What follows belongs to an exercise in optimizing a design on an open flow for small area, a short achievable clock period and few clock cycles; a production flow would make more cautious choices.
At most, simulation tests tie the RTL to the original design; equivalence was not proved.
For runs 1 and 7 to 9, only the layout was checked, not whether the RTL still works.
No activity file was given, so power comes from the tool's default toggle rates.

$ cat flow/run.sh
#!/bin/bash
# synth_recipe.tcl (not shown) runs the flow's synth.tcl, then flattens the netlist and writes it again
# the make line also repeats each setting of config.mk as NAME=value (left out here)
make -C /OpenROAD-flow-scripts/flow DESIGN_CONFIG=/design/flow/config.mk WORK_HOME=/design/flow/orfs CLKGATE_MAP_FILE= SYNTH_SCRIPT=/design/flow/synth_recipe.tcl finish
$ cat flow/config.mk
export PLATFORM = sky130hd
export DESIGN_NAME = circle_draw
export DESIGN_NICKNAME = circle_draw
export VERILOG_FILES = /design/flow/design.v
export SDC_FILE = /design/flow/constraint.sdc
export NUM_CORES = 4
export LEC_CHECK = 0
export CAP_MARGIN = 20
export CORE_MARGIN = 2
export CORE_UTILIZATION = 40
export PLACE_DENSITY = 0.6
export SETUP_SLACK_MARGIN = 4.0
export SLEW_MARGIN = 20
$ cat flow/constraint.sdc
create_clock -name core_clock -period 7.0 [get_ports {CLK50}]
set_input_delay 1.4000 -clock core_clock [delete_from_list [all_inputs] [get_ports {CLK50}]]
set_output_delay 1.4000 -clock core_clock [all_outputs]
set_load 0.01 [all_outputs]
$ cat flow/design.v
module circle_draw(xc,yc,rad,x,y,color,color_disp,CLK50,clearn,plot,wr,ready);
	input [7:0] xc;
	input [6:0] yc;
	input [5:0] rad;
	input CLK50,clearn,plot;
	input [2:0] color;
	output [7:0] x;
	output [6:0] y;
	output [2:0] color_disp;
	output wr;
	output ready;
	function [8:0] add8;
		input [7:0] p, q;
		input ci;
		integer i;
		reg c;
		begin
			c = ci;
			for (i = 0; i < 8; i = i + 1) begin
				add8[i] = p[i] ^ q[i] ^ c;
				c = (p[i] & q[i]) | (c & (p[i] ^ q[i]));
			end
			add8[8] = c;
		end
	endfunction
	localparam IDLE = 2'b00, CLR = 2'b01, SET = 2'b10, DRW = 2'b11;
	reg [1:0] m;
	reg [7:0] xo;
	reg [6:0] yo;
	reg [2:0] col;
	reg rdy;
	reg [5:0] a, b;
	reg [7:0] e;
	reg [2:0] ph;
	wire [5:0] r = (rad == 6'd0 || &rad[5:2]) ? 6'd59 : rad;
	wire a0 = (a == 6'd0);
	wire dec = ~e[7];
	wire endpt = (ph == 3'd7) | (ph == 3'd5 & a0);
	wire [8:0] bma = add8({2'b0, b}, {2'b11, ~a}, 1'b1);
	wire done = ~bma[8];
	wire [5:0] xs = ph[2] ? b : a;
	wire xneg = ph[2] ? ph[0] : ph[1];
	wire [5:0] ys = ph[2] ? a : b;
	wire yneg = ph[2] ? ph[1] : ph[0];
	wire [8:0] gxs = {xc, 1'b1} + {{2{xneg}}, xs ^ {6{xneg}}, xneg};
	wire [7:0] gys = {yc, 1'b1} + {yneg, ys ^ {6{yneg}}, yneg};
	wire [8:0] ai = add8({2'b0, a}, 8'd0, 1'b1);
	wire [8:0] bd = add8({2'b0, b}, 8'hff, 1'b0);
	wire [7:0] t1 = {1'b0, ai[5:0], 1'b1};
	wire [7:0] t2 = dec ? {1'b1, ~bd[5:0], 1'b1} : 8'd0;
	wire [7:0] cs_s = e ^ t1 ^ t2;
	wire [7:0] cs_c = (e & t1) | (e & t2) | (t1 & t2);
	wire [7:0] en = cs_s + {cs_c[6:0], dec};
	wire [8:0] e0 = add8({2'b11, ~r}, 8'd1, 1'b1);
	wire lfb = ~(yo[6] ^ yo[5]);
	wire clr_end = ({yo, xo} == 15'h4000);
	always @(posedge CLK50 or negedge clearn)
	begin
		if (!clearn) begin
			m <= CLR;
			rdy <= 1'b0;
			xo <= 8'd0;
			yo <= 7'd0;
			col <= 3'd0;
		end else begin
			case (m)
			CLR: begin
				xo <= {xo[6:0], lfb};
				yo <= {yo[5:0], xo[7]};
				if (clr_end) begin
					m <= IDLE;
					rdy <= 1'b1;
				end
			end
			IDLE: begin
				col <= color;
				if (plot) begin
					m <= SET;
					rdy <= 1'b0;
				end
			end
			SET: m <= DRW;
			default: if (done) begin
				m <= IDLE;
				rdy <= 1'b1;
			end
			endcase
			if (m[1]) begin
				xo <= gxs[8:1];
				yo <= gys[7:1];
			end
		end
	end
	always @(posedge CLK50)
	begin
		if (m == IDLE) begin
			a <= 6'd0;
			b <= r;
			e <= e0[7:0];
			ph <= 3'd0;
		end else if (m[1]) begin
			if (endpt) begin
				ph <= 3'd0;
				a <= ai[5:0];
				if (dec) b <= bd[5:0];
				e <= en[7:0];
			end else if (ph == 3'd1 && a0)
				ph <= 3'd4;
			else
				ph <= ph + 3'd1;
		end
	end
	assign x = xo;
	assign y = yo;
	assign color_disp = col;
	assign wr = m[0];
	assign ready = rdy;
endmodule
==> impl_metrics.toml, run 1 <==
[status]
status = "no timing/DRC/antenna violations"

[die]
coreArea_um2 = 9330
die_w_um = 102
die_y_um = 102
pin_count = 47
initial_core_util = 0.415
rows = 35
die_area_um2 = 10500

[setup_path]
worst_path_max_delay_cell = "fa_1"
critPathMostFrequentCell = "ha_1"
worstPathArrival_ps = 3040
critPathMaxFanout = 3
criticalPathCategory = "flip-flop to flip-flop"
cpPeakStageDelay_ps = 500
critPathRequiredTime_ps = 7070
cp-end-kind = "flip-flop"
r2r_slack_ps = 4040
start_kind = "flip-flop"
crit_chain = "ha_1 -> ha_1 -> ha_1 -> ha_1 -> inv_1 -> fa_1 -> inv_1 -> ha_4 -> inv_2 -> o21ai_2 -> a31oi_4 -> xnor2_1 -> a21o_1"

[clock_tree]
clk_path_buf_depth = 2
clk_latency_ps = 310
h-tree-depth = 2
cts.sinks = 44
tritoncts = "done"
root_buffer = "clkbuf_8"
ctsHoldBuffers = 0
clkSlewWorstSetupHoldPaths_ps = 100
cts_buffers = 5

[routing]
drc_errors = 0
wirelength_mm = 9.23
drtIter0Drc = 111
drt-pass1-iter-count = 4
ant_nets = 0
avgViaCountPerCell = 5.16
routedWlPerCell_um = 15.2
vias = 3137

[synth]
netlist_instances = 420
syn_area_um2 = 3870
synth_edf_count = 14
ys_seq_area_frac = 0.291
yosysUniqueCellTypes = 60
synth-main-ff-cell = "dfrtp_1"
yosysWarnings = 1
async_flop_share = 0.477
ys_ff_latch = 44
syn_nets = 501
syn_avg_cell_area_um2 = 9.21

[layout]
layout_common_cells = "inv_1, clkdlybuf4s50_1, mux2i_1"
ff_latch_area_um2 = 1130
multi_input_area_um2 = 2860
nets = 559
drive_gt1_frac = 0.215
diodes = 0
fill_cells = 839
design_area_um2 = 5060
final_common_cell = "inv_1"
synthToLayoutAreaGrowth_pct = 30.9

[power_and_ir_drop]
p_leak_nw = 2.05
power_density_nw_per_um2 = 572
vdd_drop_max_mv = 0.246

[grt]
grt_max_degree = 36
grt_pass1_wl_mm = 14.5
grt_pass1_vias = 2919
gr-total-overflow = 0
antenna_found_initial = 0
gr-usage-all-layers = 0.178

[timing]
rsz0062_at_grt = "yes"
tns_ps = 0
fmaxAchievable_ghz = 0.337
fin_crit_ps = 2960
worstMarginPinSlew_ps = 809
fin_crit_sh = 0.423
hold_viol_final = 0
relSlewSlack = 0.450
drv_slew = 0
skew_ps = 13.9
setup_viol = 0

[place]
hpwlAfterDp_mm = 6.91
placed_area_um2 = 4470
portBuffers = 46
globalplace.congestion = 0.889

[hold_path]
hold_class = "flip-flop to flip-flop"

[run]
drv_cap = 0
==> critical path, delay by kind of cell (launching register included) <==
family          cells  cell delay, ps
fa+ha+maj           6            1620
buf+inv             3             160
compound gates      3             430
flops               1             360
xor+xnor            1             150
==> cell type report <==
class | count | area share
clock inverter | 3 | 0.00840
sequential | 44 | 0.224
inverter | 50 | 0.0371
timing repair buffer | 67 | 0.121
tap | 129 | 0.0319
clock buffer | 5 | 0.0136
multi-input combinational | 310 | 0.564
==> logic make-up (layout without fill, tap and decap cells) <==
logic type                 after synthesis  in the layout  synth area share
xor gates and xnor gates                35             35            0.0792
muxes                                   38             38             0.104
AOI/OAI and AO/OA                       84             84             0.138
DFF                                     44             44             0.291
buffers and inverters                   66            125            0.0715
and+or+nand+nor                         99             99             0.128
adders and majority gates               54             54             0.188
==> path summary, 6_finish.rpt <==
path | startpoint | endpoint | cells after the start
hold / removal | col[2]$_DFFE_PN0P_ | col[2]$_DFFE_PN0P_ | 1
max in group asynchronous | clearn | m[1]$_DFFE_PN0P_ | 1
setup reg to reg | a[0]$_SDFFE_PP0P_ | e[7]$_DFFE_PP_ | 13
min in group asynchronous | clearn | xo[3]$_DFFE_PN0P_ | 1
hold reg to reg | col[2]$_DFFE_PN0P_ | col[2]$_DFFE_PN0P_ | 1
setup / recovery | a[0]$_SDFFE_PP0P_ | e[7]$_DFFE_PP_ | 13
==> cell usage after synthesis, types with 7 or more instances <==
| cell | number | area share |
|---|---|---|
| inv_1 | 49 | 0.048 |
| ha_1 | 47 | 0.15 |
| mux2i_1 | 32 | 0.083 |
| nand2_1 | 32 | 0.031 |
| o21ai_0 | 26 | 0.034 |
| a21oi_1 | 25 | 0.032 |
| nor2_1 | 24 | 0.023 |
| dfrtp_1 | 20 | 0.13 |
| xor2_1 | 20 | 0.045 |
| xnor2_1 | 15 | 0.034 |
| edfxtp_1 | 14 | 0.11 |
| dfxtp_1 | 9 | 0.047 |
| clkbuf_1 | 8 | 0.0078 |
| fa_1 | 7 | 0.036 |
| nor3b_1 | 7 | 0.014 |
==> per-layer routing <==
layer / track usage / wire length [µm]
met1: 0.250 / 4450
met2: 0.296 / 4440
met3: 0.0233 / 262
met4: 0.0369 / 79
met5: 0 / 0
==> stage by stage <==
stage	cells	total power, W	utilization	setup slack [ps]	hold WS [ps]
2_1_floorplan	420	0.00186	-	3990	529
3_3_place_gp	580	0.00231	0.479	2830	494
3_5_place_dp	580	0.00233	0.479	2630	495
4_1_cts	604	0.00275	0.524	3960	517
5_1_grt	608	0.00314	0.543	3910	538
6_report	608	0.00290	0.543	4040	512
==> registers in the layout, indices dropped and copies added, names as in the netlist <==
signal  count
ph          3
m           2
a           6
yo          7
col         3
rdy         1
xo          8
e           8
b           6
==> power breakdown <==
part / total (W) / internal [W] / leakage [nW] / switching, W
sequential: 0.000576 / 0.000442 / 0.452 / 0.000134
clock: 0.000204 / 0.000106 / 0.0558 / 0.0000978
combinational: 0.00212 / 0.00102 / 1.55 / 0.00110
total: 0.00290 / 0.00157 / 2.05 / 0.00133
==> what timing repair did <==
| action | in CTS | in global routing |
|---|---|---|
| gates resized for setup | 47 | 37 |
| pin swaps | 10 | 14 |
| buffers inserted | 16 | 3 |
| setup endpoints to repair | 31 | 19 |
==> run 2, diff against run 1 <==
--- a/flow/design.v
+++ b/flow/design.v
@@ -26,23 +26,46 @@
 	localparam IDLE = 2'b00, CLR = 2'b01, SET = 2'b10, DRW = 2'b11;
 	reg [1:0] m;
+	reg rdy;
 	reg [7:0] xo;
 	reg [6:0] yo;
 	reg [2:0] col;
-	reg rdy;
 	reg [5:0] a, b;
 	reg [7:0] e;
 	reg [2:0] ph;
+	reg n1, n2, c3, c4;
 	wire [5:0] r = (rad == 6'd0 || &rad[5:2]) ? 6'd59 : rad;
 	wire a0 = (a == 6'd0);
-	wire dec = ~e[7];
-	wire endpt = (ph == 3'd7) | (ph == 3'd5 & a0);
+	wire dec = ~e[7] | (&e[6:1]);
 	wire [8:0] bma = add8({2'b0, b}, {2'b11, ~a}, 1'b1);
 	wire done = ~bma[8];
 	wire [5:0] xs = ph[2] ? b : a;
-	wire xneg = ph[2] ? ph[0] : ph[1];
 	wire [5:0] ys = ph[2] ? a : b;
-	wire yneg = ph[2] ? ph[1] : ph[0];
+	wire xneg = ph[1];
+	wire yneg = ph[0];
 	wire [8:0] gxs = {xc, 1'b1} + {{2{xneg}}, xs ^ {6{xneg}}, xneg};
 	wire [7:0] gys = {yc, 1'b1} + {yneg, ys ^ {6{yneg}}, yneg};
+	wire [7:0] gx = gxs[8:1];
+	wire [6:0] gy = gys[7:1];
+	wire [7:0] mask = {c4 & ~a0, c4, c3 & ~a0, c3, {2{~n2 & ~a0}}, {2{~n1}}};
+	reg [2:0] nxt;
+	reg more;
+	integer k;
+	always @(*) begin
+		nxt = 3'd0;
+		more = 1'b0;
+		for (k = 7; k >= 0; k = k - 1)
+			if (k > ph && mask[k]) begin
+				nxt = k;
+				more = 1'b1;
+			end
+	end
+	wire set1 = (ph == 3'd1) & (gx == 8'd159);
+	wire set2 = ((ph == 3'd3) | ((ph == 3'd1) & a0)) & (gx == 8'd0);
+	wire xv = ~(xc[7] & (xc[6] | xc[5]));
+	wire [7:0] q = {~xc[7:5] + 3'd5, ~xc[4:0]};    
+	wire [8:0] qmb = add8(q, {2'b11, ~b}, 1'b1);
+	wire [8:0] xmb = add8(xc, {2'b11, ~b}, 1'b1);
+	wire v3 = ~xv | qmb[8];
+	wire v4 = ~xv | xmb[8];
 	wire [8:0] ai = add8({2'b0, a}, 8'd0, 1'b1);
 	wire [8:0] bd = add8({2'b0, b}, 8'hff, 1'b0);
@@ -52,5 +75,4 @@
 	wire [7:0] cs_c = (e & t1) | (e & t2) | (t1 & t2);
 	wire [7:0] en = cs_s + {cs_c[6:0], dec};
-	wire [8:0] e0 = add8({2'b11, ~r}, 8'd1, 1'b1);
 	wire lfb = ~(yo[6] ^ yo[5]);
 	wire clr_end = ({yo, xo} == 15'h4000);
@@ -80,5 +102,7 @@
 				end
 			end
-			SET: m <= DRW;
+			SET: begin
+				m <= DRW;
+				end
 			default: if (done) begin
 				m <= IDLE;
@@ -87,6 +111,6 @@
 			endcase
 			if (m[1]) begin
-				xo <= gxs[8:1];
-				yo <= gys[7:1];
+				xo <= gx;
+				yo <= gy;
 			end
 		end
@@ -94,19 +118,24 @@
 	always @(posedge CLK50)
 	begin
+		c3 <= v3;
+		c4 <= v4;
 		if (m == IDLE) begin
 			a <= 6'd0;
 			b <= r;
-			e <= e0[7:0];
+			e <= {2'b11, ~r};
 			ph <= 3'd0;
+			n1 <= 1'b0;
+			n2 <= 1'b0;
 		end else if (m[1]) begin
-			if (endpt) begin
-				ph <= 3'd0;
+			if (set1) n1 <= 1'b1;
+			if (set2) n2 <= 1'b1;
+			if (more)
+				ph <= nxt;
+			else begin
+				ph <= (n1 | set1) ? 3'd2 : 3'd0;
 				a <= ai[5:0];
 				if (dec) b <= bd[5:0];
-				e <= en[7:0];
-			end else if (ph == 3'd1 && a0)
-				ph <= 3'd4;
-			else
-				ph <= ph + 3'd1;
+				e <= en;
+			end
 		end
 	end
==> impl_metrics.toml, run 2 <==
[hold_path]
hold_depth = 2
min_from = "n2$_SDFFE_PP0P_"
hold_class = "flip-flop to flip-flop"
min_to = "n2$_SDFFE_PP0P_"

[timing]
hold_viol_final = 0
relSlewSlack = 0.325
skew_ps = 11.7
fmaxAchievable_ghz = 0.331
drv_slew = 0
setup_viol = 0
worstMarginPinSlew_ps = 1010
rsz0062_at_grt = "yes"
fin_crit_sh = 0.431
fin_crit_ps = 3020
tns_ps = 0

[status]
status = "no timing/DRC/antenna violations"

[setup_path]
reg2reg_depth = 14
start_kind = "flip-flop"
cp-end-kind = "flip-flop"
regToRegStartpoint = "b[1]$_DFFE_PP_"
criticalPathCategory = "flip-flop to flip-flop"
worst_path_max_delay_cell = "fa_1"
worstPathArrival_ps = 3210
critPathMostFrequentCell = "ha_4"
crit_chain = "inv_2 -> ha_4 -> ha_4 -> ha_4 -> ha_4 -> xor2_4 -> nor2_2 -> fa_1 -> ha_4 -> o21a_1 -> a21oi_2 -> xor2_2 -> mux2i_1 -> a21oi_1"
critPathRequiredTime_ps = 7200
cpPeakStageDelay_ps = 590
critPathMaxFanout = 2
r2r-end = "e[7]$_SDFFE_PP1P_"
r2r_slack_ps = 3980

[routing]
avgViaCountPerCell = 5.45
routedWlPerCell_um = 16.2
wirelength_mm = 10.8
ant_nets = 0
drc_errors = 0
vias = 3653
drt-pass1-iter-count = 4
drtIter0Drc = 145

[die]
die_y_um = 106
rows = 37
initial_core_util = 0.410
die_w_um = 106
die_area_um2 = 11300
pin_count = 47
coreArea_um2 = 10200

[synth]
ys_ff_latch = 48
syn_area_um2 = 4190
ys_seq_area_frac = 0.283
ys_top_cells_by_count = "ha_1, inv_1, nor2_1"
netlist_instances = 472
synth-main-ff-cell = "dfrtp_1"
syn_avg_cell_area_um2 = 8.89
synth_top_area_cell = "ha_1"
synth_top_area_frac = 0.146
yosysUniqueCellTypes = 63
netlist_top_cells_area = "ha_1, dfrtp_1, edfxtp_1, dfxtp_1, mux2i_1"
synth_edf_count = 12
async_flop_share = 0.438
synth_most_common_cell = "ha_1"
yosysWarnings = 1
syn_nets = 555

[layout]
final_common_cell = "inv_1"
layout_common_cells = "inv_1, nor2_1, clkdlybuf4s50_1"
fin_util = 0.533
top_regs = "e x8, xo x8, yo x7"
design_area_um2 = 5450
nets = 616
diodes = 0
drive_gt1_frac = 0.197
synthToLayoutAreaGrowth_pct = 29.9
finalNonFillerCells = 670

[power_and_ir_drop]
power_density_nw_per_um2 = 527
p_leak_nw = 2.26
report.power.total_w = 0.00287
vdd_drop_max_mv = 0.287

[place]
globalplace.congestion = 0.851
hpwlAfterDp_mm = 7.83
place_inst = 638
portBuffers = 46
placed_area_um2 = 4810

[run]
drv_cap = 0

[clock_tree]
clk_path_buf_depth = 2
clk_latency_ps = 310
cts_buffers = 5
root_buffer = "clkbuf_8"
clkSlewWorstSetupHoldPaths_ps = 110
cts.sinks = 48
tritoncts = "done"
h-tree-depth = 2
ctsHoldBuffers = 0

[grt]
grt_max_degree = 33
grt_pass1_wl_mm = 17.8
gr-usage-all-layers = 0.197
grt_pass1_vias = 3658
antenna_found_initial = 0
gr-total-overflow = 0
## run 2: cell count changes in the layout (fill, tap and decap cells not counted), sizes merged, moves of 6 or more
| cell | previous run | this run |
|---|---|---|
| buf | 22 | 28 |
| xor2 | 20 | 9 |
| dfxtp | 9 | 15 |
| inv | 50 | 44 |
| a21oi | 25 | 38 |
| a21o | 3 | 11 |
| xnor2 | 15 | 26 |
| nor2 | 25 | 40 |
## run 2: metrics by stage
step	hold slack (ps)	worst slack, ps
detailed placement	473	3290
floorplan	434	3970
finish	487	3980
CTS	486	3990
global route	497	3830
global placement	456	3340
## run 2: area by class of cell
cell class              instances  area (µm²)
well taps                     136         170
clock inverters                 2        38.8
fillers                       956        4780
inverters                      44         166
flip-flops and latches         48        1200
repair buffers                 71         636
multi-input cells             363        3140
clock buffers                   6        93.8
## run 2: critical path, delay by kind of cell (launching register included)
| kind | cells | cell delay, ps |
|---|---|---|
| AO/OA/AOI/OAI | 3 | 360 |
| AND/OR/NAND/NOR | 1 | 80 |
| XOR/XNOR | 2 | 360 |
| adder cells (fa/ha/maj) | 6 | 1450 |
| buffers and inverters | 1 | 60 |
| multiplexers | 1 | 200 |
| flip-flops | 1 | 390 |
## run 2: worst max-delay path by stage
stage | startpoint | endpoint | slack (ps) | depth (start not counted)
3_5_place_dp | xc[0] | n1$_SDFFE_PP0P_ | 3290 | 9
6_report | b[1]$_DFFE_PP_ | e[7]$_SDFFE_PP1P_ | 3980 | 14
2_1_floorplan | b[0]$_DFFE_PP_ | e[7]$_SDFFE_PP1P_ | 3970 | 14
3_3_place_gp | xc[0] | n1$_SDFFE_PP0P_ | 3340 | 9
4_1_cts | b[0]$_DFFE_PP_ | e[7]$_SDFFE_PP1P_ | 3990 | 14
5_1_grt | e[1]$_DFFE_PP_ | e[7]$_SDFFE_PP1P_ | 3830 | 13
## run 2: cell families (layout without fill, tap and decap cells)
group / Yosys count / count (layout) / share of synthesized area
xor gates and xnor gates: 35 / 35 / 0.0749
DFF: 48 / 48 / 0.283
and+or+nand+nor: 121 / 121 / 0.141
buffers and inverters: 61 / 123 / 0.0570
muxes: 35 / 35 / 0.0892
AOI/OAI and AO/OA: 115 / 115 / 0.173
adders and majority gates: 57 / 57 / 0.182
## run 2: where the power goes
group | leakage, nW | switching (W) | internal, W
sequential | 0.484 | 0.000175 | 0.000451
combinational | 1.71 | 0.00101 | 0.00100
clock | 0.0669 | 0.000107 | 0.000130
total | 2.26 | 0.00129 | 0.00158
## run 2: metal layers
metal  global-route usage  part of all wire  up-vias
met5                    0                 0        -
met4               0.0526             0.016        0
met3               0.0276             0.036       15
met2                0.348              0.50       89
met1                0.250              0.45     1760
li1                     -                 -     1789
## run 2: what timing repair did
item | CTS | global route
buffers inserted | 18 | 6
setup endpoints to repair | 39 | 14
resized for setup | 58 | 24
pin swaps | 26 | 17
cloned | 0 | 0
Testbench counts of run 2, summed over its fixed seeds: cycles 78,871.
==> run 3, diff against run 2 <==
--- a/flow/config.mk
+++ b/flow/config.mk
@@ -10,4 +10,4 @@
 export CORE_UTILIZATION = 40
 export PLACE_DENSITY = 0.6
-export SETUP_SLACK_MARGIN = 4.0
+export SETUP_SLACK_MARGIN = 4.3
 export SLEW_MARGIN = 20
==> impl_metrics.toml, run 3 <==
[synth]
async_flop_share = 0.438
ys_seq_area_frac = 0.283
synth_compound_area_frac = 0.173
ys_top_cells_by_count = "ha_1, inv_1, nor2_1"
synth_top_area_cell = "ha_1"
synth-main-ff-cell = "dfrtp_1"
syn_nets = 555
synth_edf_count = 12
synth_xor_area_frac = 0.0749
ys_ff_latch = 48
synthSimpleGateAreaFrac = 0.141
synth_top_area_frac = 0.146
netlist_instances = 472
syn_avg_cell_area_um2 = 8.89
netlist_top_cells_area = "ha_1, dfrtp_1, edfxtp_1, dfxtp_1, mux2i_1"
synth_top_family_by_area = "adder cells"
synth_mux_area_frac = 0.0892
synth_fa_ha_area_frac = 0.182
yosysWarnings = 1
yosysUniqueCellTypes = 63
syn_area_um2 = 4190
synth_most_common_cell = "ha_1"

[setup_path]
criticalPathCategory = "flip-flop to flip-flop"
cp_num_buf_inv = 2
critical_path_depth = 14
worst_path_max_delay_cell = "fa_1"
crit_chain = "inv_2 -> ha_4 -> ha_4 -> ha_4 -> ha_4 -> nand2_4 -> fa_1 -> inv_2 -> ha_4 -> o21a_1 -> a21oi_2 -> xor2_2 -> mux2i_1 -> a21oi_1"
cpPeakStageDelay_ps = 520
regToRegStartpoint = "b[0]$_DFFE_PP_"
path_delay_family = "adder cells"
r2r-end = "e[7]$_SDFFE_PP1P_"
worstPathArrival_ps = 3190
crit_path_end = "e[7]$_SDFFE_PP1P_"
critPathRequiredTime_ps = 7200
critPathMostFrequentCell = "ha_4"
reg2reg_depth = 14
r2r_slack_ps = 4010
critPathMaxFanout = 3
cp-startpoint = "b[0]$_DFFE_PP_"
cp-end-kind = "flip-flop"
start_kind = "flip-flop"

[layout]
top_regs = "e x8, xo x8, yo x7"
finalNonFillerCells = 698
fill_cells = 925
layout_common_cells = "buf_4, inv_1, nor2_1"
drive_gt1_frac = 0.299
diodes = 0
synthToLayoutAreaGrowth_pct = 40.4
final_common_cell = "buf_4"
design_area_um2 = 5890
nets = 644

[routing]
ant_nets = 0
drc_errors = 0
vias = 3736
avgViaCountPerCell = 5.35
wirelength_mm = 11.1
drt-pass1-iter-count = 4
drtIter0Drc = 147
routedWlPerCell_um = 15.9

[clock_tree]
clkSlewWorstSetupHoldPaths_ps = 90
cts_buffers = 5
cts.sinks = 48
h-tree-depth = 2
clk_path_buf_depth = 2
root_buffer = "clkbuf_8"
ctsHoldBuffers = 0
clk_latency_ps = 310
tritoncts = "done"

[power_and_ir_drop]
p_leak_nw = 2.49
power_density_nw_per_um2 = 531
vdd_drop_max_mv = 0.266

[grt]
grt_max_degree = 33
grt_pass1_wl_mm = 17.9
grt_pass1_vias = 3619
gr-total-overflow = 0
antenna_found_initial = 0
gr-usage-all-layers = 0.195

[timing]
setup_viol = 0
drv_slew = 0
fin_ws_ps = 4010
worstMarginPinSlew_ps = 1030
fin_crit_ps = 2990
fin_hold_ws_ps = 506
tns_ps = 0
rsz0062_at_grt = "yes"
skew_ps = 13.1
hold_viol_final = 0
relSlewSlack = 0.314
fin_crit_sh = 0.427
fmaxAchievable_ghz = 0.334

[place]
dp_worst_setup_slack_ps = 3370
place_inst = 639
placed_area_um2 = 4980
globalplace.congestion = 0.799
hpwlAfterDp_mm = 8.01
portBuffers = 46

[status]
status = "no timing/DRC/antenna violations"

[run]
drv_cap = 0

[die]
pin_count = 47
die_w_um = 106
coreArea_um2 = 10200
initial_core_util = 0.410
die_area_um2 = 11300
rows = 37
die_y_um = 106

[hold_path]
hold_class = "flip-flop to flip-flop"
[run 3: cell counts after synthesis]
Identical to the previous run, type by type.
[run 3: worst register-to-register path: cells and delay by family (launching register included)]
family	cells	cell delay [ps]
AO/OA/AOI/OAI	3	440
XOR/XNOR	1	190
adder cells (fa/ha/maj)	6	1470
buffers and inverters	2	120
flip-flops	1	400
multiplexers	1	210
AND/OR/NAND/NOR	1	50
[run 3: worst min-delay path by stage]
stage                      end             from  cells past startpoint  slack, ps
2_1_floorplan  n2$_SDFFE_PP0P_  n2$_SDFFE_PP0P_                      2        430
3_3_place_gp   n2$_SDFFE_PP0P_  n2$_SDFFE_PP0P_                      2        480
3_5_place_dp   n2$_SDFFE_PP0P_  n2$_SDFFE_PP0P_                      2        490
4_1_cts        n2$_SDFFE_PP0P_  n2$_SDFFE_PP0P_                      2        510
5_1_grt        n2$_SDFFE_PP0P_  n2$_SDFFE_PP0P_                      2        530
6_report       n2$_SDFFE_PP0P_  n2$_SDFFE_PP0P_                      2        510
[run 3: where the power goes]
part	internal (W)	switching (W)	leakage, nW
sequential	0.000450	0.000135	0.484
clock	0.0000705	0.000101	0.0455
combinational	0.00121	0.00117	1.96
total	0.00173	0.00140	2.49
[run 3: routing by layer]
| layer | GRT usage | wire, µm |
|---|---|---|
| met2 | 0.342 | 5370 |
| met1 | 0.260 | 5160 |
| met4 | 0.0282 | 70 |
| met3 | 0.0282 | 488 |
| met5 | 0 | 0 |
[run 3: metrics by stage]
step / power [W] / utilization
after floorplan: 0.00194 / -
after global placement: 0.00238 / 0.487
after detailed placement: 0.00241 / 0.487
after CTS: 0.00286 / 0.538
after global routing: 0.00340 / 0.575
final: 0.00313 / 0.575
[run 3: layout make-up]
type                       count  area, µm²  area share
clock inverter                 2       11.3     0.00191
tap                          136        170      0.0289
multi-input combinational    363       3380       0.574
inverter                      44        168      0.0285
sequential                    48       1200       0.204
clock buffer                   6       72.6      0.0123
timing repair buffer          99        886       0.150
[run 3: cell families (layout without fill, tap and decap cells)]
| kind of cell | Yosys count | in the layout |
|---|---|---|
| adders and majority gates | 57 | 57 |
| xor gates and xnor gates | 35 | 35 |
| buffers and inverters | 61 | 151 |
| DFF | 48 | 48 |
| and+or+nand+nor | 121 | 121 |
| muxes | 35 | 35 |
| AOI/OAI and AO/OA | 115 | 115 |
[run 3: timing repair]
| action | CTS | global route |
|---|---|---|
| cloned | 0 | 0 |
| setup endpoints to repair | 41 | 39 |
| buffers inserted | 31 | 20 |
| pin swaps | 43 | 45 |
| gates resized for setup | 90 | 50 |
==> run 4, diff against run 3 <==
--- a/flow/config.mk
+++ b/flow/config.mk
@@ -10,4 +10,4 @@
 export CORE_UTILIZATION = 40
 export PLACE_DENSITY = 0.6
-export SETUP_SLACK_MARGIN = 4.3
+export SETUP_SLACK_MARGIN = 3.5
 export SLEW_MARGIN = 20
==> impl_metrics.toml, run 4 <==
[status]
status = "no timing/DRC/antenna violations"

[setup_path]
cp-end-kind = "flip-flop"
start_kind = "primary input"
criticalPathCategory = "primary input to flip-flop"
critPathMaxFanout = 6
worst_path_max_delay_cell = "clkdlybuf4s50_1"
critPathRequiredTime_ps = 7230
critPathMostFrequentCell = "o21ai_0"
crit_chain = "clkdlybuf4s50_1 -> ha_1 -> o21ai_0 -> a21oi_1 -> o21ai_0 -> o21ai_0 -> and4_1 -> and4_1 -> a32o_1"
worstPathArrival_ps = 3570
cpPeakStageDelay_ps = 460

[layout]
fill_cells = 989
final_common_cell = "ha_1"
synthToLayoutAreaGrowth_pct = 17.6
top_regs = "e x8, xo x8, yo x7"
layout_common_cells = "ha_1, inv_1, clkdlybuf4s50_1"
nets = 594
drive_gt1_frac = 0.0742
diodes = 0
fin_util = 0.482

[place]
globalplace.congestion = 0.869
portBuffers = 46
hpwlAfterDp_mm = 7.74

[die]
die_w_um = 106
pin_count = 47
die_area_um2 = 11300
initial_core_util = 0.410
coreArea_um2 = 10200
rows = 37
die_y_um = 106

[synth]
synth_most_common_cell = "ha_1"
syn_area_um2 = 4190
syn_nets = 555
synth_top_area_cell = "ha_1"
netlist_top_cells_area = "ha_1, dfrtp_1, edfxtp_1, dfxtp_1, mux2i_1"
syn_avg_cell_area_um2 = 8.89
synth-main-ff-cell = "dfrtp_1"
synth_top_area_frac = 0.146
ys_seq_area_frac = 0.283
yosysUniqueCellTypes = 63
ys_top_cells_by_count = "ha_1, inv_1, nor2_1"
ys_ff_latch = 48
yosysWarnings = 1
async_flop_share = 0.438
netlist_instances = 472
synth_edf_count = 12

[routing]
vias = 3412
routedWlPerCell_um = 15.6
drtIter0Drc = 164
drt-pass1-iter-count = 4
wirelength_mm = 10.1
ant_nets = 0
avgViaCountPerCell = 5.27
drc_errors = 0

[grt]
antenna_found_initial = 0
gr-total-overflow = 0
grt_pass1_wl_mm = 17.2
grt_pass1_vias = 3451
grt_max_degree = 33
gr-usage-all-layers = 0.190

[clock_tree]
clkSlewWorstSetupHoldPaths_ps = 110
h-tree-depth = 2
root_buffer = "clkbuf_8"
tritoncts = "done"
clk_latency_ps = 320
cts.sinks = 48
clk_path_buf_depth = 2
cts_buffers = 5

[timing]
drv_slew = 0
skew_ps = 15.4
rsz0062_at_grt = "yes"
tns_ps = 0
relSlewSlack = 0.348
fmaxAchievable_ghz = 0.300
fin_crit_ps = 3340
setup_viol = 0
fin_crit_sh = 0.477
hold_viol_final = 0
worstMarginPinSlew_ps = 976

[power_and_ir_drop]
vdd_drop_max_mv = 0.240
power_density_nw_per_um2 = 509
p_leak_nw = 2.13
report.power.total_w = 0.00251

[run]
drv_cap = 0

[hold_path]
hold_class = "flip-flop to flip-flop"
-- run 4: logic make-up (layout without fill, tap and decap cells) --
logic type	Yosys count	after routing	share of synthesized area
simple gates	121	121	0.141
compound gates	115	115	0.173
buf+inv	61	101	0.0570
fa+ha+maj	57	57	0.182
flops	48	48	0.283
xor+xnor	35	35	0.0749
mux	35	35	0.0892
-- run 4: final cells by class --
| class | count | area (µm²) | share of cell area |
|---|---|---|---|
| repair buffers | 49 | 483 | 0.0979 |
| well taps | 136 | 170 | 0.0345 |
| clock inverters | 3 | 45.0 | 0.00913 |
| clock buffers | 5 | 68.8 | 0.0140 |
| flip-flops and latches | 48 | 1190 | 0.241 |
| multi-input cells | 363 | 2810 | 0.569 |
| inverters | 44 | 166 | 0.0337 |
-- run 4: worst paths after layout --
check / from / end / slack (ps) / depth (start not counted)
max: xc[4] / n1$_SDFFE_PP0P_ / 3660 / 9
min: n2$_SDFFE_PP0P_ / n2$_SDFFE_PP0P_ / 480 / 2
max reg2reg: b[0]$_DFFE_PP_ / e[7]$_SDFFE_PP1P_ / 3710 / 14
min reg2reg: n2$_SDFFE_PP0P_ / n2$_SDFFE_PP0P_ / 480 / 2
max in group asynchronous: clearn / m[1]$_DFFE_PN0P_ / 5590 / 1
min in group asynchronous: clearn / xo[7]$_DFFE_PN0P_ / 1030 / 1
-- run 4: critical path: cells and delay by family --
| kind | cells | cell delay (ps) |
|---|---|---|
| AOI/OAI and AO/OA | 5 | 860 |
| buffers and inverters | 1 | 460 |
| and+or+nand+nor | 2 | 440 |
| adders and majority gates | 1 | 410 |
-- run 4: metrics by stage --
step                area, µm²  hold slack, ps  worst slack (ps)  instances
CTS                      4880             480              3540        647
finish                   4930             476              3660        648
detailed placement       4760             463              3190        638
global placement         4760             451              3200        638
global route             4930             516              3460        648
floorplan                4190             434              3870        472
-- run 4: layer usage --
metal  vias up  wire length [µm]  global-route usage
met2        41              4710               0.315
met5         -                 0                   0
met3         9               256              0.0288
met4         0               119              0.0432
li1       1742                 -                   -
met1      1620              5010               0.260
-- run 4: where the power goes --
group | internal [W] | switching, W
clock | 0.000108 | 0.000112
combinational | 0.000794 | 0.000876
sequential | 0.000446 | 0.000175
-- run 4: repair_timing --
item | 4_1_cts | 5_1_grt
endpoints found under the setup margin | 4 | 7
gates resized for setup | 2 | 10
gates cloned | 0 | 0
pin swaps | 0 | 2
hold buffers | 0 | 0
buffers inserted | 1 | 1
==> run 5, diff against run 4 <==
--- a/flow/config.mk
+++ b/flow/config.mk
@@ -10,4 +10,4 @@
 export CORE_UTILIZATION = 40
 export PLACE_DENSITY = 0.6
-export SETUP_SLACK_MARGIN = 3.5
+export SETUP_SLACK_MARGIN = 3.8
 export SLEW_MARGIN = 20
==> impl_metrics.toml, run 5 <==
[status]
status = "no timing/DRC/antenna violations"

[layout]
top_regs = "e x8, xo x8, yo x7"
fill_cells = 968
layout_common_cells = "clkdlybuf4s50_1, inv_1, nor2_1"
synthToLayoutAreaGrowth_pct = 24.9
nets = 600
final_common_cell = "clkdlybuf4s50_1"
diodes = 0
fin_util = 0.512
drive_gt1_frac = 0.153
design_area_um2 = 5240

[timing]
skew_ps = 13.4
fin_crit_ps = 3120
setup_viol = 0
fmaxAchievable_ghz = 0.320
tns_ps = 0
drv_slew = 0
worstMarginPinSlew_ps = 748
hold_viol_final = 0
rsz0062_at_grt = "yes"
relSlewSlack = 0.501
fin_crit_sh = 0.446

[synth]
synth_top_area_frac = 0.146
syn_avg_cell_area_um2 = 8.89
ys_seq_area_frac = 0.283
async_flop_share = 0.438
synth_top_area_cell = "ha_1"
netlist_instances = 472
syn_area_um2 = 4190
synth_edf_count = 12
yosysUniqueCellTypes = 63
syn_nets = 555
yosysWarnings = 1
synth-main-ff-cell = "dfrtp_1"
ys_top_cells_by_count = "ha_1, inv_1, nor2_1"
ys_ff_latch = 48
synth_most_common_cell = "ha_1"
netlist_top_cells_area = "ha_1, dfrtp_1, edfxtp_1, dfxtp_1, mux2i_1"

[setup_path]
worstPathArrival_ps = 3350
criticalPathCategory = "primary input to flip-flop"
cp-end-kind = "flip-flop"
critPathMaxFanout = 6
reg2reg_depth = 13
start_kind = "primary input"
critPathRequiredTime_ps = 7230

[die]
die_area_um2 = 11300
die_w_um = 106
pin_count = 47
initial_core_util = 0.410
die_y_um = 106
coreArea_um2 = 10200
rows = 37

[place]
portBuffers = 46
placed_area_um2 = 4760
hpwlAfterDp_mm = 7.74
globalplace.congestion = 0.869

[clock_tree]
clkSlewWorstSetupHoldPaths_ps = 110
cts.sinks = 48
cts_buffers = 5
h-tree-depth = 2
root_buffer = "clkbuf_8"
clk_latency_ps = 320
clk_path_buf_depth = 2
tritoncts = "done"

[grt]
gr-usage-all-layers = 0.192
gr-total-overflow = 0
grt_pass1_wl_mm = 17.5
grt_pass1_vias = 3516
grt_max_degree = 33
antenna_found_initial = 0

[power_and_ir_drop]
power.share.switching = 0.458
clkPwrFrac = 0.081
seqPwrFrac = 0.233
p_leak_nw = 2.17
report.power.total_w = 0.00271
vdd_drop_max_mv = 0.251
p_int_w = 0.00147
p_sw_w = 0.00124
p_comb_frac = 0.686
power_density_nw_per_um2 = 518

[hold_path]
hold_depth = 2
hold_class = "flip-flop to flip-flop"

[routing]
vias = 3471
routedWlPerCell_um = 16.0
avgViaCountPerCell = 5.31
drc_errors = 0
wirelength_mm = 10.5
drt-pass1-iter-count = 4
ant_nets = 0
drtIter0Drc = 160

[run]
drv_cap = 0
run 5: cell counts after synthesis:
No cell type changed its count.
run 5: cells by family after synthesis:
| group | count (synthesis) | synth area share |
|---|---|---|
| fa+ha+maj | 57 | 0.182 |
| simple gates | 121 | 0.141 |
| compound gates | 115 | 0.173 |
| buf+inv | 61 | 0.0570 |
| mux | 35 | 0.0892 |
| flops | 48 | 0.283 |
| xor+xnor | 35 | 0.0749 |
run 5: metrics by stage:
step / hold slack, ps / worst slack, ps / cells
2_1_floorplan: 434 / 3870 / 472
3_3_place_gp: 451 / 3200 / 638
3_5_place_dp: 463 / 3190 / 638
4_1_cts: 480 / 3800 / 650
5_1_grt: 521 / 3720 / 654
6_report: 485 / 3880 / 654
run 5: metal layers:
metal,routed length [µm],track usage
met1,4990,0.261
met2,5020,0.324
met3,308,0.0282
met4,146,0.0432
met5,0,0
run 5: critical path, stage by stage:
cell,delay [ps]
clkdlybuf4s50_1,500
ha_4,350
inv_1,60
nor4_1,210
a21oi_1,150
and4_1,240
and4_1,200
a32o_1,250
run 5: power by group through the flow:
| stage | clock network [W] | registers, W | logic [W] |
|---|---|---|---|
| detailed placement | 0 | 0.000636 | 0.00163 |
| global placement | 0 | 0.000634 | 0.00161 |
| finish | 0.000220 | 0.000631 | 0.00186 |
| CTS | 0.000226 | 0.000625 | 0.00172 |
| floorplan | 0 | 0.000566 | 0.00125 |
| global route | 0.000232 | 0.000654 | 0.00209 |
run 5: path summary, 6_finish.rpt:
path	startpoint	to	slack (ps)
min in group asynchronous	clearn	xo[7]$_DFFE_PN0P_	1030
max reg2reg	e[3]$_DFFE_PP_	e[7]$_SDFFE_PP1P_	3880
min reg2reg	n2$_SDFFE_PP0P_	n2$_SDFFE_PP0P_	480
max in group asynchronous	clearn	m[1]$_DFFE_PN0P_	5600
min	n2$_SDFFE_PP0P_	n2$_SDFFE_PP0P_	480
max	xc[6]	n1$_SDFFE_PP0P_	3880
run 5: repair_timing:
item / CTS / global route
endpoints found under the setup margin: 13 / 8
hold buffers: 0 / 0
setup buffers: 4 / 4
pin swaps: 5 / 16
gates cloned: 0 / 0
resized for setup: 20 / 45
run 5: area by class of cell:
type	instances	area, µm²	share of cell area
clock inverters	3	45.0	0.00860
clock buffers	5	68.8	0.0131
repair buffers	55	518	0.0989
flip-flops and latches	48	1200	0.228
multi-input cells	363	3070	0.587
inverters	44	166	0.0318
well taps	136	170	0.0325
==> run 6, diff against run 5 <==
==> flow/flow/run.sh (new file) <==
#!/bin/bash
# The standard layout, with plain buf_1 cells as the port buffers (the
# default choice is a slow delay buffer); each step's log stays in orfs/logs.
set -euo pipefail
bash standard.sh BUFFER_PORTS_ARGS="-buffer_cell sky130_fd_sc_hd__buf_1" finish > standard_flow.log 2>&1
==> flow/standard.sh (new file) <==
#!/bin/bash
# synth_recipe.tcl (not shown) runs the flow's synth.tcl, then flattens the netlist and writes it again
# the make line also repeats each setting of config.mk as NAME=value (left out here)
make -C /OpenROAD-flow-scripts/flow DESIGN_CONFIG=/design/flow/config.mk WORK_HOME=/design/flow/orfs CLKGATE_MAP_FILE= SYNTH_SCRIPT=/design/flow/synth_recipe.tcl "${@:-finish}"
--- a/flow/config.mk
+++ b/flow/config.mk
@@ -10,4 +10,4 @@
 export CORE_UTILIZATION = 40
 export PLACE_DENSITY = 0.6
-export SETUP_SLACK_MARGIN = 3.8
+export SETUP_SLACK_MARGIN = 4.0
 export SLEW_MARGIN = 20
removed: flow/run.sh
==> impl_metrics.toml, run 6 <==
[synth]
synth_top_area_frac = 0.146
netlist_instances = 472
synth_most_common_cell = "ha_1"
ys_seq_area_frac = 0.283
syn_avg_cell_area_um2 = 8.89
yosysWarnings = 1
ys_ff_latch = 48
ys_top_cells_by_count = "ha_1, inv_1, nor2_1"
synth-main-ff-cell = "dfrtp_1"
synth_edf_count = 12
yosysUniqueCellTypes = 63
synth_top_area_cell = "ha_1"
syn_nets = 555
syn_area_um2 = 4190
netlist_top_cells_area = "ha_1, dfrtp_1, edfxtp_1, dfxtp_1, mux2i_1"
async_flop_share = 0.438

[place]
globalplace.congestion = 0.802
portBuffers = 46
placed_area_um2 = 4530
hpwlAfterDp_mm = 7.93

[setup_path]
critPathMostFrequentCell = "ha_4"
cpPeakStageDelay_ps = 590
start_kind = "flip-flop"
criticalPathCategory = "flip-flop to flip-flop"
cp_num_buf_inv = 1
reg2reg_depth = 13
cp-end-kind = "flip-flop"
worst_path_max_delay_cell = "fa_2"
worstPathArrival_ps = 3190
critPathRequiredTime_ps = 7190
critPathMaxFanout = 4
critical_path_depth = 13
crit_chain = "inv_2 -> ha_4 -> ha_4 -> ha_4 -> and2_4 -> fa_2 -> ha_4 -> a21oi_2 -> o211ai_1 -> a21oi_2 -> xor2_2 -> mux2i_1 -> a21oi_1"
path_delay_family = "adder cells"

[timing]
tns_ps = 0
fin_crit_sh = 0.428
relSlewSlack = 0.318
drv_slew = 0
worstMarginPinSlew_ps = 1020
rsz0062_at_grt = "yes"
fmaxAchievable_ghz = 0.334
setup_viol = 0
hold_viol_final = 0
fin_crit_ps = 3000
skew_ps = 13.3

[grt]
gr-total-overflow = 0
gr-usage-all-layers = 0.188
antenna_found_initial = 0
grt_pass1_vias = 3465
grt_pass1_wl_mm = 16.9
grt_max_degree = 33

[routing]
vias = 3526
avgViaCountPerCell = 5.31
wirelength_mm = 10.4
ant_nets = 0
drt-pass1-iter-count = 4
drc_errors = 0
routedWlPerCell_um = 15.7
drtIter0Drc = 121

[layout]
diodes = 0
design_area_um2 = 5040
drive_gt1_frac = 0.180
layout_common_cells = "buf_1, inv_1, nor2_1"
top_regs = "e x8, xo x8, yo x7"
nets = 610
final_common_cell = "buf_1"
synthToLayoutAreaGrowth_pct = 20.2

[clock_tree]
clk_path_buf_depth = 2
h-tree-depth = 2
cts.sinks = 48
root_buffer = "clkbuf_8"
tritoncts = "done"
clk_latency_ps = 310
cts_buffers = 5
clkSlewWorstSetupHoldPaths_ps = 100
ctsHoldBuffers = 0

[die]
die_w_um = 106
pin_count = 47
initial_core_util = 0.410
die_y_um = 106
die_area_um2 = 11300
rows = 37
coreArea_um2 = 10200

[power_and_ir_drop]
p_leak_nw = 2.07
vdd_drop_max_mv = 0.262
power_density_nw_per_um2 = 528

[run]
drv_cap = 0

[status]
status = "no timing/DRC/antenna violations"

[hold_path]
hold_class = "flip-flop to flip-flop"
hold_depth = 2
==> run 6: cell counts after synthesis <==
No cell type changed its count.
==> run 6: layout make-up <==
| type | instances | area (µm²) |
|---|---|---|
| Clock buffer | 5 | 68.8 |
| Clock inverter | 3 | 42.5 |
| Sequential cell | 48 | 1200 |
| Tap cell | 136 | 170 |
| Inverter | 44 | 168 |
| Fill cell | 989 | 5190 |
| Timing Repair Buffer | 65 | 318 |
| Multi-Input combinational cell | 363 | 3080 |
==> run 6: cell families after synthesis <==
family                     count (synthesis)  synth area share
AOI/OAI and AO/OA                        115             0.173
xor gates and xnor gates                  35            0.0749
adders and majority gates                 57             0.182
buffers and inverters                     61            0.0570
DFF                                       48             0.283
muxes                                     35            0.0892
and+or+nand+nor                          121             0.141
==> run 6: stage by stage <==
| stage | hold slack (ps) | power (W) | utilization | setup slack (ps) | cells |
|---|---|---|---|---|---|
| 3_5_place_dp | 465 | 0.00223 | 0.443 | 3450 | 639 |
| 4_1_cts | 484 | 0.00255 | 0.475 | 3990 | 661 |
| 5_1_grt | 513 | 0.00292 | 0.493 | 3860 | 664 |
| 2_1_floorplan | 434 | 0.00185 | - | 3970 | 472 |
| 6_report | 490 | 0.00266 | 0.493 | 4000 | 664 |
| 3_3_place_gp | 454 | 0.00219 | 0.443 | 3540 | 639 |
==> run 6: per-layer routing <==
metal | vias up | share of wire | wire (µm) | global-route usage
met3 | 12 | 0.039 | 410 | 0.0270
met5 | - | 0 | 0 | 0
li1 | 1780 | - | - | -
met2 | 61 | 0.50 | 5190 | 0.328
met4 | 0 | 0.010 | 108 | 0.0338
met1 | 1673 | 0.45 | 4720 | 0.250
==> run 6: final timing paths <==
kind	slack (ps)	endpoint	start
worst min register to register	490	n2$_SDFFE_PP0P_	n2$_SDFFE_PP0P_
worst max register to register	4000	e[7]$_SDFFE_PP1P_	b[0]$_DFFE_PP_
worst max-delay path	4000	e[7]$_SDFFE_PP1P_	b[0]$_DFFE_PP_
max in group asynchronous	5660	m[0]$_DFFE_PN1P_	clearn
worst min-delay path	490	n2$_SDFFE_PP0P_	n2$_SDFFE_PP0P_
min in group asynchronous	1050	yo[1]$_DFFE_PN0P_	clearn
==> run 6: repair_timing <==
action,CTS,global route
endpoints found under the setup margin,30,11
pin swaps,20,20
gates resized for setup,31,32
buffers inserted,14,3
==> run 6: worst reg2reg max path, cell delays in order (launching register included) <==
cell and delay, ps:
edfxtp_1 430, inv_2 110, ha_4 140, ha_4 130, ha_4 190, and2_4 140
fa_2 600, ha_4 230, a21oi_2 130, o211ai_1 110, a21oi_2 200, xor2_2 190
mux2i_1 210, a21oi_1 80
==> run 6: power by group <==
part	switching, W	internal (W)
clock network	0.000100	0.000106
registers	0.000169	0.000449
logic	0.000986	0.000852
total	0.00126	0.00141
==> run 7, diff against run 6 <==
--- a/flow/design.v
+++ b/flow/design.v
@@ -133,5 +133,5 @@
 				ph <= nxt;
 			else begin
-				ph <= (n1 | set1) ? 3'd2 : 3'd0;
+				ph <= n1 ? 3'd2 : 3'd0;
 				a <= ai[5:0];
 				if (dec) b <= bd[5:0];
==> flow/flow/run.sh (replaced) <==
#!/bin/bash
# Standard synthesis, then the standard layout with plain buf_1 cells as the
# port buffers (the default pick is a slow delay buffer). Tool output goes
# to the logs below; each ORFS step also keeps its own log in orfs/logs.
set -euo pipefail
bash standard.sh synth > flow_synth.log 2>&1
bash standard.sh BUFFER_PORTS_ARGS="-buffer_cell sky130_fd_sc_hd__buf_1" finish > flow_layout.log 2>&1
==> impl_metrics.toml, run 7 <==
[routing]
routedWlPerCell_um = 16.0
ant_nets = 0
avgViaCountPerCell = 5.35
drt-pass1-iter-count = 4
wirelength_mm = 10.6
drtIter0Drc = 109
vias = 3552
drc_errors = 0

[synth]
synth_xor_area_frac = 0.0799
ys_seq_area_frac = 0.278
async_flop_share = 0.438
synth_most_common_cell = "ha_1"
synth_compound_area_frac = 0.174
ys_ff_latch = 48
synth_top_family_by_area = "compound AO/OA/AOI/OAI gates"
synth_top_area_frac = 0.141
synth_fa_ha_area_frac = 0.173
ys_top_cells_by_count = "ha_1, nor2_1, inv_1"
synth_top_area_cell = "ha_1"
synthSimpleGateAreaFrac = 0.141
netlist_instances = 470
syn_avg_cell_area_um2 = 9.09
netlist_top_cells_area = "ha_1, dfrtp_1, edfxtp_1, dfxtp_1, mux2i_1"
syn_area_um2 = 4270
synth-main-ff-cell = "dfrtp_1"
synth_mux_area_frac = 0.0917
yosysWarnings = 1
yosysUniqueCellTypes = 68
syn_nets = 552
synth_edf_count = 12

[timing]
tns_ps = 0
skew_ps = 4.98
worstMarginPinSlew_ps = 1030
setup_viol = 0
fin_crit_sh = 0.450
fin_crit_ps = 3150
drv_slew = 0
hold_viol_final = 0
relSlewSlack = 0.315
fmaxAchievable_ghz = 0.318
rsz0062_at_grt = "yes"

[layout]
fill_cells = 1013
diodes = 0
final_common_cell = "buf_1"
synthToLayoutAreaGrowth_pct = 19.2
top_regs = "e x8, xo x8, yo x7"
layout_common_cells = "buf_1, nor2_1, nand2_1, ha_1, inv_1"
finalNonFillerCells = 664
nets = 609
drive_gt1_frac = 0.186

[grt]
grt_pass1_vias = 3481
gr-total-overflow = 0
grt_max_degree = 33
gr-usage-all-layers = 0.184
grt_pass1_wl_mm = 17.0
antenna_found_initial = 0

[run]
drv_cap = 0

[die]
coreArea_um2 = 10400
die_w_um = 107
initial_core_util = 0.412
rows = 37
die_area_um2 = 11500
pin_count = 47
die_y_um = 107

[hold_path]
min_from = "n2$_SDFFE_PP0P_"
hold_class = "flip-flop to flip-flop"

[setup_path]
regToRegStartpoint = "b[0]$_DFFE_PP_"
criticalPathCategory = "flip-flop to flip-flop"
cp-end-kind = "flip-flop"
worstPathArrival_ps = 3330
critPathMaxFanout = 3
critPathRequiredTime_ps = 7180
cp-startpoint = "b[0]$_DFFE_PP_"
start_kind = "flip-flop"

[power_and_ir_drop]
report.power.total_w = 0.00295
power_density_nw_per_um2 = 579
p_leak_nw = 2.09
vdd_drop_max_mv = 0.223

[status]
status = "no timing/DRC/antenna violations"

[clock_tree]
clk_path_buf_depth = 2
clkSlewWorstSetupHoldPaths_ps = 100
tritoncts = "done"
cts_buffers = 5
cts.sinks = 48
root_buffer = "clkbuf_8"
clk_latency_ps = 310
h-tree-depth = 2

[place]
hpwlAfterDp_mm = 7.72
globalplace.congestion = 0.825
place_inst = 636
portBuffers = 46
run 7: cell count changes after synthesis, sizes merged, moves of 3 or more:
cell   delta
nand2     +8
o21ai     -7
inv       -6
xnor2     +5
nand3     -4
a21oi     -3
run 7: path summary, 6_finish.rpt:
check	end	slack, ps	depth (start not counted)
max	e[7]$_SDFFE_PP1P_	3850	15
min	n2$_SDFFE_PP0P_	500	1
max reg2reg	e[7]$_SDFFE_PP1P_	3850	15
min reg2reg	n2$_SDFFE_PP0P_	500	1
max in group asynchronous	m[0]$_DFFE_PN1P_	5680	2
min in group asynchronous	yo[2]$_DFFE_PN0P_	1040	2
run 7: cell type report:
cell class	count	area, µm²	share of cell area
multi-input cells	365	3090	0.607
repair buffers	69	350	0.0688
well taps	136	170	0.0334
flip-flops and latches	48	1200	0.235
clock buffers	6	93.8	0.0184
inverters	38	149	0.0292
clock inverters	2	38.8	0.00762
run 7: kinds of logic after synthesis:
kind of cell    Yosys count
simple gates            123
fa+ha+maj                55
mux                      37
compound gates          111
buf+inv                  57
flops                    48
xor+xnor                 39
run 7: stage by stage:
step / utilization / hold WS [ps] / area (µm²) / setup WS (ps)
finish: 0.491 / 503 / 5090 / 3850
global route: 0.491 / 523 / 5090 / 3740
CTS: 0.473 / 496 / 4910 / 3830
detailed placement: 0.445 / 461 / 4610 / 3460
global placement: 0.445 / 461 / 4610 / 3500
floorplan: - / 433 / 4380 / 3880
run 7: routing by layer:
metal / share of wire / track usage / vias up
li1: - / - / 1777
met1: 0.45 / 0.241 / 1718
met3: 0.028 / 0.0291 / 12
met5: 0 / 0 / -
met4: 0.013 / 0.0403 / 0
met2: 0.51 / 0.321 / 45
run 7: repair_timing:
action / CTS / global route
gates resized for setup: 23 / 27
endpoints found under the hold margin: 0 / 0
pin swaps: 15 / 18
hold buffers: 0 / 0
endpoints found under the setup margin: 17 / 23
buffers inserted: 10 / 10
run 7: worst max-delay path, cell delays in order (launching register included):
cell	delay, ps
edfxtp_1	390
inv_2	60
ha_4	160
ha_4	160
ha_4	150
ha_4	150
xor2_2	160
nor2_2	60
fa_1	570
ha_4	220
a21oi_2	160
o21ai_2	80
a21oi_2	130
xor2_1	220
mux2i_1	230
a31oi_1	100
run 7: where the power goes:
group          switching, W  internal (W)
logic               0.00108       0.00100
registers          0.000173      0.000453
clock network      0.000106      0.000130
==> run 8, diff against run 7 <==
--- a/flow/design.v
+++ b/flow/design.v
@@ -88,6 +88,4 @@
 			case (m)
 			CLR: begin
-				xo <= {xo[6:0], lfb};
-				yo <= {yo[5:0], xo[7]};
 				if (clr_end) begin
 					m <= IDLE;
@@ -96,5 +94,4 @@
 			end
 			IDLE: begin
-				col <= color;
 				if (plot) begin
 					m <= SET;
@@ -110,7 +107,12 @@
 			end
 			endcase
-			if (m[1]) begin
+			if (m == CLR) begin
+				xo <= {xo[6:0], lfb};
+				yo <= {yo[5:0], xo[7]};
+				col <= 3'd0;
+			end else begin
 				xo <= gx;
 				yo <= gy;
+				col <= color;
 			end
 		end
@@ -127,5 +129,5 @@
 			n1 <= 1'b0;
 			n2 <= 1'b0;
-		end else if (m[1]) begin
+		end else begin
 			if (set1) n1 <= 1'b1;
 			if (set2) n2 <= 1'b1;
==> impl_metrics.toml, run 8 <==
[setup_path]
cpPeakStageDelay_ps = 480
cp-end-kind = "flip-flop"
critPathMaxFanout = 4
start_kind = "flip-flop"
cp-startpoint = "e[6]$_SDFFE_PP1P_"
critPathRequiredTime_ps = 7190
worst_path_max_delay_cell = "fa_2"
criticalPathCategory = "flip-flop to flip-flop"
critPathMostFrequentCell = "nand4_1"
worstPathArrival_ps = 3280
crit_chain = "nand4_1 -> o21ai_2 -> inv_2 -> nor2_4 -> fa_2 -> ha_4 -> nand4_1 -> o221a_4 -> o211a_1 -> nor4_2 -> buf_4 -> o211ai_1"
regToRegStartpoint = "e[6]$_SDFFE_PP1P_"

[clock_tree]
clk_latency_ps = 300
tritoncts = "done"
ctsHoldBuffers = 0
cts.sinks = 48
root_buffer = "clkbuf_8"
clkSlewWorstSetupHoldPaths_ps = 90
cts_buffers = 5
h-tree-depth = 2
clk_path_buf_depth = 2

[synth]
synth_mux_area_frac = 0.0477
yosysWarnings = 1
ys_seq_area_frac = 0.298
ys_ff_latch = 48
synth_compound_area_frac = 0.184
synth-main-ff-cell = "dfrtp_1"
syn_avg_cell_area_um2 = 8.86
synth_edf_count = 12
async_flop_share = 0.438
syn_nets = 528
ys_top_cells_by_count = "ha_1, a21oi_1, inv_1"
netlist_top_cells_area = "ha_1, dfrtp_1, edfxtp_1, dfxtp_1, xnor2_1"
synth_most_common_cell = "ha_1"
syn_area_um2 = 3990
netlist_instances = 450
synth_xor_area_frac = 0.0769
synth_top_area_frac = 0.138
synth_top_family_by_area = "compound AO/OA/AOI/OAI gates"
synth_top_area_cell = "ha_1"
synthSimpleGateAreaFrac = 0.166
synth_fa_ha_area_frac = 0.173
yosysUniqueCellTypes = 61

[place]
portBuffers = 46
placed_area_um2 = 4270
hpwlAfterDp_mm = 7.39
globalplace.congestion = 0.873

[timing]
relSlewSlack = 0.298
rsz0062_at_grt = "yes"
drv_slew = 0
worstMarginPinSlew_ps = 1050
hold_viol_final = 0
fin_crit_sh = 0.442
tns_ps = 0
fin_crit_ps = 3090
skew_ps = 9.49
fmaxAchievable_ghz = 0.324
setup_viol = 0

[routing]
drt-pass1-iter-count = 4
avgViaCountPerCell = 5.34
drc_errors = 0
vias = 3378
ant_nets = 0
wirelength_mm = 9.76
drtIter0Drc = 139
routedWlPerCell_um = 15.4

[layout]
top_regs = "e x8, xo x8, yo x7"
layout_common_cells = "buf_1, a21oi_1, inv_1, nand2_1, ha_1"
drive_gt1_frac = 0.146
ff_latch_area_um2 = 1190
final_common_cell = "buf_1"
synthToLayoutAreaGrowth_pct = 17.8
nets = 577
diodes = 0
multi_input_area_um2 = 2850
fill_cells = 953
design_area_um2 = 4700

[die]
die_w_um = 104
pin_count = 47
coreArea_um2 = 9730
die_y_um = 104
initial_core_util = 0.410
die_area_um2 = 10800
rows = 36

[hold_path]
min_from = "n2$_SDFFE_PP0P_"
hold_class = "flip-flop to flip-flop"

[grt]
grt_pass1_vias = 3184
grt_max_degree = 23
gr-total-overflow = 0
gr-usage-all-layers = 0.178
grt_pass1_wl_mm = 15.6
antenna_found_initial = 0

[power_and_ir_drop]
power_density_nw_per_um2 = 561
vdd_drop_max_mv = 0.276
p_leak_nw = 1.90

[run]
drv_cap = 0

[status]
status = "no timing/DRC/antenna violations"
run 8: changes by cell type in the layout (fill, tap and decap cells not counted), moves of 6 or more:
cell / before / now
mux2i_1: 28 / 13
xnor2_1: 29 / 23
nor3_1: 4 / 10
nor2_1: 36 / 24
buf_4: 23 / 12
a21oi_1: 29 / 36
run 8: metrics by stage:
stage | utilization | setup WS (ps) | power, W | hold WS [ps] | cells
after floorplan | - | 4000 | 0.00182 | 452 | 450
after global placement | 0.439 | 3650 | 0.00214 | 481 | 614
after detailed placement | 0.439 | 3620 | 0.00218 | 487 | 614
after CTS | 0.452 | 3780 | 0.00240 | 504 | 626
after global routing | 0.483 | 3770 | 0.00288 | 531 | 633
final | 0.483 | 3910 | 0.00264 | 502 | 633
run 8: layout make-up:
type,count,share of cell area
timing repair buffer,58,0.0565
multi-input combinational,348,0.606
inverter,38,0.0304
sequential,48,0.254
clock buffer,6,0.0155
clock inverter,2,0.00240
tap,133,0.0354
run 8: final timing paths:
check | slack [ps] | endpoint | cells after the start
min reg2reg | 500 | n2$_SDFFE_PP0P_ | 2
min | 500 | n2$_SDFFE_PP0P_ | 2
max in group asynchronous | 5590 | m[0]$_DFFE_PN1P_ | 1
max | 3910 | e[7]$_SDFFE_PP1P_ | 12
min in group asynchronous | 1050 | xo[4]$_DFF_PN0_ | 1
max reg2reg | 3910 | e[7]$_SDFFE_PP1P_ | 12
run 8: logic make-up after synthesis:
| kind of cell | Yosys count |
|---|---|
| AOI/OAI and AO/OA | 115 |
| xor gates and xnor gates | 35 |
| buffers and inverters | 54 |
| adders and majority gates | 51 |
| DFF | 48 |
| and+or+nand+nor | 130 |
| muxes | 17 |
run 8: worst max-delay path, delay by kind of cell, from the launching register on:
kind	cells	cell delay, ps
simple gates	4	700
flops	1	400
fa+ha+maj	2	760
compound gates	4	850
buf+inv	2	270
run 8: metal layers:
layer,up-vias,GRT usage,wire (µm)
li1,1696,-,-
met1,1579,0.235,4370
met2,90,0.312,4850
met3,13,0.0277,383
met4,0,0.0290,153
met5,-,0,0
run 8: where the power goes:
group	switching, W	total (W)	internal, W
clock	0.0000942	0.000164	0.0000703
combinational	0.000996	0.00187	0.000873
sequential	0.000159	0.000602	0.000443
run 8: what timing repair did:
item,in CTS,in global routing
buffers inserted,4,7
pin swaps,1,20
resized for setup,7,44
endpoints found under the setup margin,15,10
==> run 9, diff against run 8 <==
--- a/flow/config.mk
+++ b/flow/config.mk
@@ -10,4 +10,4 @@
 export CORE_UTILIZATION = 40
 export PLACE_DENSITY = 0.6
-export SETUP_SLACK_MARGIN = 4.0
+export SETUP_SLACK_MARGIN = 4.3
 export SLEW_MARGIN = 20
==> impl_metrics.toml, run 9 <==
[status]
status = "no timing/DRC/antenna violations"

[die]
coreArea_um2 = 9730
die_y_um = 104
die_w_um = 104
pin_count = 47
die_area_um2 = 10800
initial_core_util = 0.410
rows = 36

[setup_path]
cp-end-kind = "flip-flop"
start_kind = "flip-flop"
critPathRequiredTime_ps = 7230
critPathMaxFanout = 4
r2r_slack_ps = 4120
regToRegStartpoint = "b[1]$_DFFE_PP_"
r2r-end = "e[7]$_SDFFE_PP1P_"
worstPathArrival_ps = 3120
reg2reg_depth = 15
criticalPathCategory = "flip-flop to flip-flop"

[clock_tree]
clk_path_buf_depth = 2
root_buffer = "clkbuf_8"
cts_buffers = 5
clk_latency_ps = 300
tritoncts = "done"
cts.sinks = 48
h-tree-depth = 2
clkSlewWorstSetupHoldPaths_ps = 100

[synth]
async_flop_share = 0.438
syn_nets = 528
netlist_top_cells_area = "ha_1, dfrtp_1, edfxtp_1, dfxtp_1, xnor2_1"
ys_ff_latch = 48
ys_seq_area_frac = 0.298
yosysUniqueCellTypes = 61
synth_edf_count = 12
yosysWarnings = 1
ys_top_cells_by_count = "ha_1, a21oi_1, inv_1"
synth_top_area_frac = 0.138
synth-main-ff-cell = "dfrtp_1"
synth_most_common_cell = "ha_1"
syn_avg_cell_area_um2 = 8.86
syn_area_um2 = 3990
netlist_instances = 450
synth_top_area_cell = "ha_1"

[layout]
layout_common_cells = "buf_1, buf_4, inv_1, nand2_1, a21oi_1"
fin_util = 0.542
synthToLayoutAreaGrowth_pct = 32.2
diodes = 0
drive_gt1_frac = 0.270
nets = 610
top_regs = "e x8, xo x8, yo x7"
design_area_um2 = 5270

[hold_path]
min_from = "n2$_SDFFE_PP0P_"
hold_depth = 2
min_to = "n2$_SDFFE_PP0P_"
hold_class = "flip-flop to flip-flop"

[place]
globalplace.congestion = 0.873
placed_area_um2 = 4470
portBuffers = 46
hpwlAfterDp_mm = 7.47
dp_worst_setup_slack_ps = 3780

[timing]
rsz0062_at_grt = "yes"
fin_crit_sh = 0.412
hold_viol_final = 0
fin_ws_ps = 4120
worstMarginPinSlew_ps = 753
skew_ps = 8.61
relSlewSlack = 0.497
fmaxAchievable_ghz = 0.347
drv_slew = 0
fin_crit_ps = 2880
tns_ps = 0
setup_viol = 0

[routing]
vias = 3502
drt-pass1-iter-count = 4
ant_nets = 0
drc_errors = 0
avgViaCountPerCell = 5.26
routedWlPerCell_um = 15.5
drtIter0Drc = 175
wirelength_mm = 10.3

[run]
drv_cap = 0

[power_and_ir_drop]
power_density_nw_per_um2 = 569
p_leak_nw = 2.14
vdd_drop_max_mv = 0.375

[grt]
antenna_found_initial = 0
grt_pass1_wl_mm = 16.8
gr-total-overflow = 0
gr-usage-all-layers = 0.188
grt_max_degree = 23
grt_pass1_vias = 3462
[run 9: cell counts after synthesis]
No cell type changed its count.
[run 9: worst max-delay path by stage]
stage | from | endpoint | slack (ps) | cells past startpoint
after detailed placement | b[0]$_DFFE_PP_ | e[7]$_SDFFE_PP1P_ | 3780 | 15
after global routing | e[1]$_DFFE_PP_ | e[7]$_SDFFE_PP1P_ | 3940 | 12
after CTS | b[1]$_DFFE_PP_ | e[7]$_SDFFE_PP1P_ | 4010 | 15
after global placement | b[0]$_DFFE_PP_ | e[7]$_SDFFE_PP1P_ | 3830 | 15
after floorplan | b[0]$_DFFE_PP_ | e[7]$_SDFFE_PP1P_ | 4110 | 15
final | b[1]$_DFFE_PP_ | e[7]$_SDFFE_PP1P_ | 4120 | 15
[run 9: area by class of cell]
cell class / instances / area, µm²
clock buffer: 6 / 82.6
fill: 900 / 4460
tap: 133 / 166
sequential: 48 / 1200
clock inverter: 2 / 12.5
multi-input combinational: 348 / 3090
inverter: 38 / 143
timing repair buffer: 91 / 572
[run 9: worst max-delay path, cell delays in order, from the launching register on]
cell and delay, ps:
edfxtp_1 400, inv_2 70, ha_4 160, ha_4 150, ha_4 150, ha_4 150, xor2_2 150, nor2_2 120
fa_1 470, ha_4 300, o21ai_4 80, nand3b_1 100, o311ai_2 130, nor4_4 180, o21ai_1 110, o211ai_1 80
[run 9: timing repair]
item,4_1_cts,5_1_grt
cloned,0,0
resized for setup,39,56
buffers inserted,30,14
endpoints found under the setup margin,20,23
pin swaps,19,32
hold buffers,0,0
[run 9: power breakdown]
| part | switching (W) | internal [W] | total [W] |
|---|---|---|---|
| combinational | 0.00112 | 0.00110 | 0.00222 |
| sequential | 0.000155 | 0.000445 | 0.000600 |
| clock | 0.000101 | 0.0000809 | 0.000182 |
[run 9: metal layers]
| layer | routed length (µm) | global-route usage | vias to the layer above |
|---|---|---|---|
| met5 | 0 | 0 | - |
| met4 | 156 | 0.0425 | 0 |
| met3 | 462 | 0.0264 | 15 |
| met2 | 5140 | 0.330 | 79 |
| met1 | 4560 | 0.245 | 1651 |
| li1 | - | - | 1757 |
[run 9: through the flow]
| stage | cells | hold slack, ps | power (W) |
|---|---|---|---|
| after floorplan | 450 | 452 | 0.00197 |
| final | 666 | 501 | 0.00300 |
| after detailed placement | 614 | 481 | 0.00233 |
| after global routing | 666 | 513 | 0.00327 |
| after CTS | 652 | 499 | 0.00272 |
| after global placement | 614 | 489 | 0.00230 |
[run 9: cells by family after synthesis]
group,Yosys count,share of synthesized area
DFF,48,0.298
adders and majority gates,51,0.173
AOI/OAI and AO/OA,115,0.184
xor gates and xnor gates,35,0.0769
buffers and inverters,54,0.0537
and+or+nand+nor,130,0.166
muxes,17,0.0477

Check on run 9: ideal ports give 4.116 ns setup slack; a clkbuf_16 on the clock port and buf_2 on the inputs give 4.116 ns; moving port delays by the midpoint clock arrival (0.329 ns) as well gives 3.974 ns.
